What follows belongs to an exercise in optimizing a design on an open flow for small area; a production flow would make more cautious choices.
In this exercise RTL edits were held to simulation tests only and were not proved equivalent to the original.

==> inputs of job 6790 <==
## process_r
module process_r (
        ap_clk,
        ap_rst,
        ap_start,
        ap_done,
        ap_idle,
        ap_ready,
        ap_ce,
        incr_V,
        ap_return_0,
        ap_return_1
);
export LEC_CHECK = 0
export CAP_MARGIN = 20
export CORE_MARGIN = 5
export CORE_UTILIZATION = 35
export SLEW_MARGIN = 20
export SYNTH_MEMORY_MAX_BITS = 32768
create_clock -name core_clock -period 9.0 [get_ports {ap_clk}]
run.sh (not shown) runs the stock make flow with config.mk's settings and CLKGATE_MAP_FILE= SYNTH_SCRIPT=/design/flow/synth_recipe.tcl, a recipe that flattens the netlist after the stock synthesis.
==> job 1474 (differences from job 6790) <==
==> flow/flow/run.sh (new file) <==
#!/bin/bash
# Own flow: the standard layout (standard.sh), with the synthesis
# script replaced by flow/my_synth.tcl (area-oriented ABC mapping).
set -euo pipefail
here=$(pwd)
export FLOW_FLOW_ABC_SCRIPT=$here/flow/abc_area.script
sed "s#SYNTH_SCRIPT=[^ ]*#SYNTH_SCRIPT=$here/flow/my_synth.tcl#" standard.sh > my_standard.sh
grep -q "SYNTH_SCRIPT=$here/flow/my_synth.tcl" my_standard.sh
bash my_standard.sh > flow_make.log 2>&1
==> flow/flow/abc_area.script (new file) <==
strash
ifraig
dc2
strash
&get -n
&dch -f
&nf -R 1000
&put
topo
stime -c
buffer -c
upsize -c
dnsize -c
==> flow/flow/my_synth.tcl (new file) <==
# The standard synthesis (synth_recipe.tcl), except that the final ABC
# mapping uses flow/abc_area.script: area-oriented mapping followed by
# ABC's buffering and sizing. Registers are mapped exactly as in the
# standard synthesis; only the combinational mapping differs.
proc synth {args} { yosys synth -nofsm -noshare {*}$args }
proc abc {args} {
  set i [lsearch -exact $args -script]
  if { $i >= 0 } {
    lset args [expr {$i + 1}] $::env(FLOW_FLOW_ABC_SCRIPT)
  }
  yosys abc {*}$args
}
source $::env(SCRIPTS_DIR)/synth.tcl
# left out here: clear keep_hierarchy, flatten, clean up, hide names made inside functions, write 1_2_yosys.v
==> flow/standard.sh (new file) <==
#!/bin/bash
# synth_recipe.tcl (not shown) runs the flow's synth.tcl, then flattens the netlist and writes it again
# the make line also repeats each setting of config.mk as NAME=value (left out here)
make -C /OpenROAD-flow-scripts/flow DESIGN_CONFIG=/design/flow/config.mk WORK_HOME=/design/flow/orfs CLKGATE_MAP_FILE= SYNTH_SCRIPT=/design/flow/synth_recipe.tcl "${@:-finish}"
removed: flow/run.sh
==> summary of the runs <==
Job 1474 completed without violations. Job 6790 passed the timing, design-rule and antenna checks.
Against job 1474, the final cell count of job 6790 is higher by about 4%.
Against job 1474, the final area of job 6790 is larger by about 3%.
Between job 1474 and job 6790, the lower area after synthesis is in job 1474 (gap about 11%, measured against job 6790).
Against job 1474, the via count of job 6790 is higher by 11%.
Against job 6790, the synthesized cell count of job 1474 is smaller by about 10%.
Critical path depth: job 6790 is lower than job 1474 (15).
Flip-flop and latch count is the same in job 1474 and job 6790.
In job 6790 the first-iteration DRC count is higher than in job 1474, by 16%.


==> tundra: inputs <==
Another version of the RTL of process_r (not shown whole).
// process_r
module process_r (
        ap_clk,
        ap_rst,
        ap_start,
        ap_done,
        ap_idle,
        ap_ready,
        ap_ce,
        incr_V,
        ap_return_0,
        ap_return_1
);
==> flow/config.mk <==
export PLATFORM = sky130hd
export DESIGN_NAME = process_r
export DESIGN_NICKNAME = process_r
export VERILOG_FILES = /design/flow/design.v
export SDC_FILE = /design/flow/constraint.sdc
export NUM_CORES = 4
export LEC_CHECK = 0
export CAP_MARGIN = 40
export CORE_MARGIN = 5
export CORE_UTILIZATION = 40
export SETUP_SLACK_MARGIN = 0.3
export SLEW_MARGIN = 40
export SYNTH_MEMORY_MAX_BITS = 32768
==> flow/constraint.sdc <==
create_clock -name core_clock -period 9.0 [get_ports {ap_clk}]
set_input_delay 1.8000 -clock core_clock [delete_from_list [all_inputs] [get_ports {ap_clk}]]
set_output_delay 1.8000 -clock core_clock [all_outputs]
set_load 0.01 [all_outputs]
standard.sh (not shown) runs the stock make flow with config.mk's settings and CLKGATE_MAP_FILE= SYNTH_SCRIPT=/design/flow/synth_recipe.tcl, a recipe that flattens the netlist after the stock synthesis.
==> flow/flow/run.sh <==
#!/bin/bash
# Own flow: the standard layout (standard.sh), with the synthesis
# script replaced by flow/my_synth.tcl (no early generic ABC pass, so that
# full adders are extracted with their polarity; area-oriented ABC mapping).
set -euo pipefail
here=$(pwd)
export FLOW_FLOW_ABC_SCRIPT=$here/flow/abc_area.script
sed "s#SYNTH_SCRIPT=[^ ]*#SYNTH_SCRIPT=$here/flow/my_synth.tcl#" standard.sh > my_standard.sh
grep -q "SYNTH_SCRIPT=$here/flow/my_synth.tcl" my_standard.sh
bash my_standard.sh > flow_make.log 2>&1
==> flow/flow/abc_area.script <==
strash
ifraig
dc2
strash
&get -n
&dch -f
&nf
&put
==> flow/flow/my_synth.tcl <==
# The standard synthesis (synth_recipe.tcl), except that yosys synth skips
# its early generic ABC pass (-noabc), and the final ABC
# mapping uses flow/abc_area.script: area-oriented mapping only (the
# layout flow buffers and sizes). Registers are mapped exactly as in the
# standard synthesis; only the combinational mapping differs.
proc synth {args} { yosys synth -nofsm -noshare -noabc {*}$args }
proc abc {args} {
  set i [lsearch -exact $args -script]
  if { $i >= 0 } {
    lset args [expr {$i + 1}] $::env(FLOW_FLOW_ABC_SCRIPT)
  }
  yosys abc {*}$args
}
source $::env(SCRIPTS_DIR)/synth.tcl
# left out here: clear keep_hierarchy, flatten, clean up, hide names made inside functions, write 1_2_yosys.v
==> inputs of garnet, as changes to tundra <==
==> flow/flow/abc_area.script (replaced) <==
strash
ifraig
dc2
strash
&get -n
&dch -f
&nf
&put
topo
stime -c
buffer -c
upsize -c
dnsize -c
--- a/flow/flow/my_synth.tcl
+++ b/flow/flow/my_synth.tcl
@@ -1,6 +1,6 @@
 # The standard synthesis (synth_recipe.tcl), except that yosys synth skips
 # its early generic ABC pass (-noabc), and the final ABC
-# mapping uses flow/abc_area.script: area-oriented mapping only (the
-# layout flow buffers and sizes). Registers are mapped exactly as in the
+# mapping uses flow/abc_area.script: area-oriented mapping followed by
+# ABC's buffering and sizing. Registers are mapped exactly as in the
 # standard synthesis; only the combinational mapping differs.
 proc synth {args} { yosys synth -nofsm -noshare -noabc {*}$args }
Settings changed: CORE_UTILIZATION 40 to 35, GPL_TIMING_DRIVEN from default to 0.
==> inputs of delta, as changes to tundra <==
==> flow/flow/abc_area.script (replaced) <==
strash
ifraig
dc2
strash
&get -n
&dch -f
&nf
&put
topo
stime -c
buffer -c
upsize -c
dnsize -c
--- a/flow/flow/my_synth.tcl
+++ b/flow/flow/my_synth.tcl
@@ -1,6 +1,6 @@
 # The standard synthesis (synth_recipe.tcl), except that yosys synth skips
 # its early generic ABC pass (-noabc), and the final ABC
-# mapping uses flow/abc_area.script: area-oriented mapping only (the
-# layout flow buffers and sizes). Registers are mapped exactly as in the
+# mapping uses flow/abc_area.script: area-oriented mapping followed by
+# ABC's buffering and sizing. Registers are mapped exactly as in the
 # standard synthesis; only the combinational mapping differs.
 proc synth {args} { yosys synth -nofsm -noshare -noabc {*}$args }
Settings changed: CAP_MARGIN 40 to 30, CORE_UTILIZATION 40 to 45, CTS_CLUSTER_DIAMETER from default to 80, CTS_CLUSTER_SIZE from default to 25, SETUP_SLACK_MARGIN 0.3 to default, SLEW_MARGIN 40 to 30.
==> inputs of raven, as changes to tundra <==
==> flow/flow/abc_area.script (replaced) <==
strash
ifraig
dc2
strash
&get -n
&dch -f
&nf
&put
topo
stime -c
buffer -c
upsize -c
dnsize -c
--- a/flow/flow/my_synth.tcl
+++ b/flow/flow/my_synth.tcl
@@ -1,6 +1,6 @@
 # The standard synthesis (synth_recipe.tcl), except that yosys synth skips
 # its early generic ABC pass (-noabc), and the final ABC
-# mapping uses flow/abc_area.script: area-oriented mapping only (the
-# layout flow buffers and sizes). Registers are mapped exactly as in the
+# mapping uses flow/abc_area.script: area-oriented mapping followed by
+# ABC's buffering and sizing. Registers are mapped exactly as in the
 # standard synthesis; only the combinational mapping differs.
 proc synth {args} { yosys synth -nofsm -noshare -noabc {*}$args }
Settings changed: CAP_MARGIN 40 to 30, CORE_UTILIZATION 40 to 45, SETUP_SLACK_MARGIN 0.3 to default, SLEW_MARGIN 40 to 30.
==> run summary <==
- Headroom to the max-slew limit: 25.03%
- Post-route core utilization: 40.52%
- Run status: timing/DRC/antenna clean
- Worst-skew pair later-pin latency: 660 ps
- Worst path bufs/invs: 5
- Synth top area share: 29.99%
- Critical Path Start: ph[15][9]
- PortBufs: 69
- Crit path arrival time: 8930 ps
- Crit path max-delay cell type: edfxtp_1
-- figures above: garnet

==> run summary <==
- Run status: timing/DRC/antenna clean
- Headroom to the max-slew limit: 20.73%
- Crit path max-delay cell type: inv_2
- Non-Filler Instances: 5,217
- PortBufs: 70
- Synth top area share: 29.99%
- Crit path arrival time: 8340 ps
- Worst path bufs/invs: 3
- Post-CTS sizing: 0
- Critical Path Start: fw_q[5]
-- figures above: delta

==> run summary <==
- Worst path bufs/invs: 3
- Headroom to the max-slew limit: 22.72%
- Critical Path Start: fw_q[5]
- Synth top area share: 29.99%
- PortBufs: 70
- Run status: timing/DRC/antenna clean
- Worst-skew pair later-pin latency: 650 ps
-- figures above: raven

==> run summary <==
- Crit path max-delay cell type: fa_1
- PortBufs: 70
- Critical Path Start: fw_q[7]
- Post-route core utilization: 47.52%
- Synth top area share: 31.10%
- Run status: timing/DRC/antenna clean
- Worst path bufs/invs: 2
-- figures above: tundra



==> exp/onyx: inputs <==
process_r again, from the RTL that the note above started with.
==> flow/config.mk <==
export PLATFORM = sky130hd
export DESIGN_NAME = process_r
export DESIGN_NICKNAME = process_r
export VERILOG_FILES = /design/flow/design.v
export SDC_FILE = /design/flow/constraint.sdc
export NUM_CORES = 4
export LEC_CHECK = 0
export CAP_MARGIN = 30
export CORE_MARGIN = 5
export CORE_UTILIZATION = 50
export CTS_CLUSTER_DIAMETER = 80
export CTS_CLUSTER_SIZE = 25
export SLEW_MARGIN = 30
export SYNTH_MEMORY_MAX_BITS = 32768
==> flow/constraint.sdc <==
create_clock -name core_clock -period 9.0 [get_ports {ap_clk}]
set_input_delay 1.8000 -clock core_clock [delete_from_list [all_inputs] [get_ports {ap_clk}]]
set_output_delay 1.8000 -clock core_clock [all_outputs]
set_load 0.01 [all_outputs]
==> flow/flow/abc_area.script <==
strash
ifraig
dc2
strash
&get -n
&dch -f
&nf
&put
topo
stime -c
buffer -c
upsize -c
dnsize -c
==> flow/flow/my_synth.tcl <==
# The standard synthesis (synth_recipe.tcl), except that yosys synth skips
# its early generic ABC pass (-noabc), and the final ABC
# mapping uses flow/abc_area.script: area-oriented mapping followed by
# ABC's buffering and sizing. Registers are mapped exactly as in the
# standard synthesis; only the combinational mapping differs.
proc synth {args} { yosys synth -nofsm -noshare -noabc {*}$args }
proc abc {args} {
  set i [lsearch -exact $args -script]
  if { $i >= 0 } {
    lset args [expr {$i + 1}] $::env(FLOW_FLOW_ABC_SCRIPT)
  }
  yosys abc {*}$args
}
source $::env(SCRIPTS_DIR)/synth.tcl
# left out here: clear keep_hierarchy, flatten, clean up, hide names made inside functions, write 1_2_yosys.v
Scripts as last shown in full above: flow/flow/run.sh
==> inputs of exp/lagoon, as changes to exp/onyx <==
Settings changed: CAP_MARGIN 30 to 40, CORE_UTILIZATION 50 to 40, CTS_CLUSTER_DIAMETER 80 to not set, CTS_CLUSTER_SIZE 25 to not set, SETUP_SLACK_MARGIN set to 0.3, SLEW_MARGIN 30 to 40.
==> run summary <==
R2R depth=31; vias per std cell=6.90; total die area=82,100 µm²; Design Area, Final=41,600 µm²; Worst Path Max Fanout=16; M1 WL=57,200 µm; CLK BUF=32; status=timing/DRC/antenna clean; 1st-iter DRT viols=6,009; cts bufs inserted=25
Source of the figures above: exp/onyx

==> run summary <==
status=timing/DRC/antenna clean; CLK BUF=60; M1 WL=64,600 µm; R2R depth=29; 1st-iter DRT viols=4,726; cts bufs inserted=48
Source of the figures above: exp/lagoon

==> afterwards: timing with drivers on the ports <==
Ports are ideal in the flow. The routed layouts listed here were re-timed in OpenROAD. Step 1: set_driving_cell puts a clkbuf_16 on ap_clk and a buf_2 on each other input, an assumption about the parent block. Step 2 also shifts input and output timing later by t, the mid clock arrival at the registers, as if the neighbouring blocks saw the same clock. a / b / c = no drivers / after step 1 / after step 2; a / b = the first two.
run	shift t [ns]	slack for setup (ns)	clock arrival spread, ns	worst register clock-pin slew, ns
job 6790	0.726	1.419 / 1.419 / 1.419	0.045 / 0.045	0.08 / 0.08
job 1474	0.716	0.594 / 0.594 / 0.594	0.033 / 0.032	0.07 / 0.07
tundra	0.695	0.862 / 0.862 / 0.862	0.045 / 0.044	0.06 / 0.06
garnet	0.715	0.518 / 0.518 / 0.518	0.038 / 0.038	0.07 / 0.07
delta	0.704	1.041 / 1.041 / 1.041	0.058 / 0.059	0.10 / 0.10
raven	0.675	0.985 / 0.985 / 0.985	0.068 / 0.068	0.07 / 0.07
exp/onyx	0.660	1.319 / 1.319 / 1.319	0.054 / 0.054	0.10 / 0.10
exp/lagoon	0.698	1.086 / 1.086 / 1.086	0.019 / 0.019	0.06 / 0.06
After both steps setup and hold are still met in every run listed.
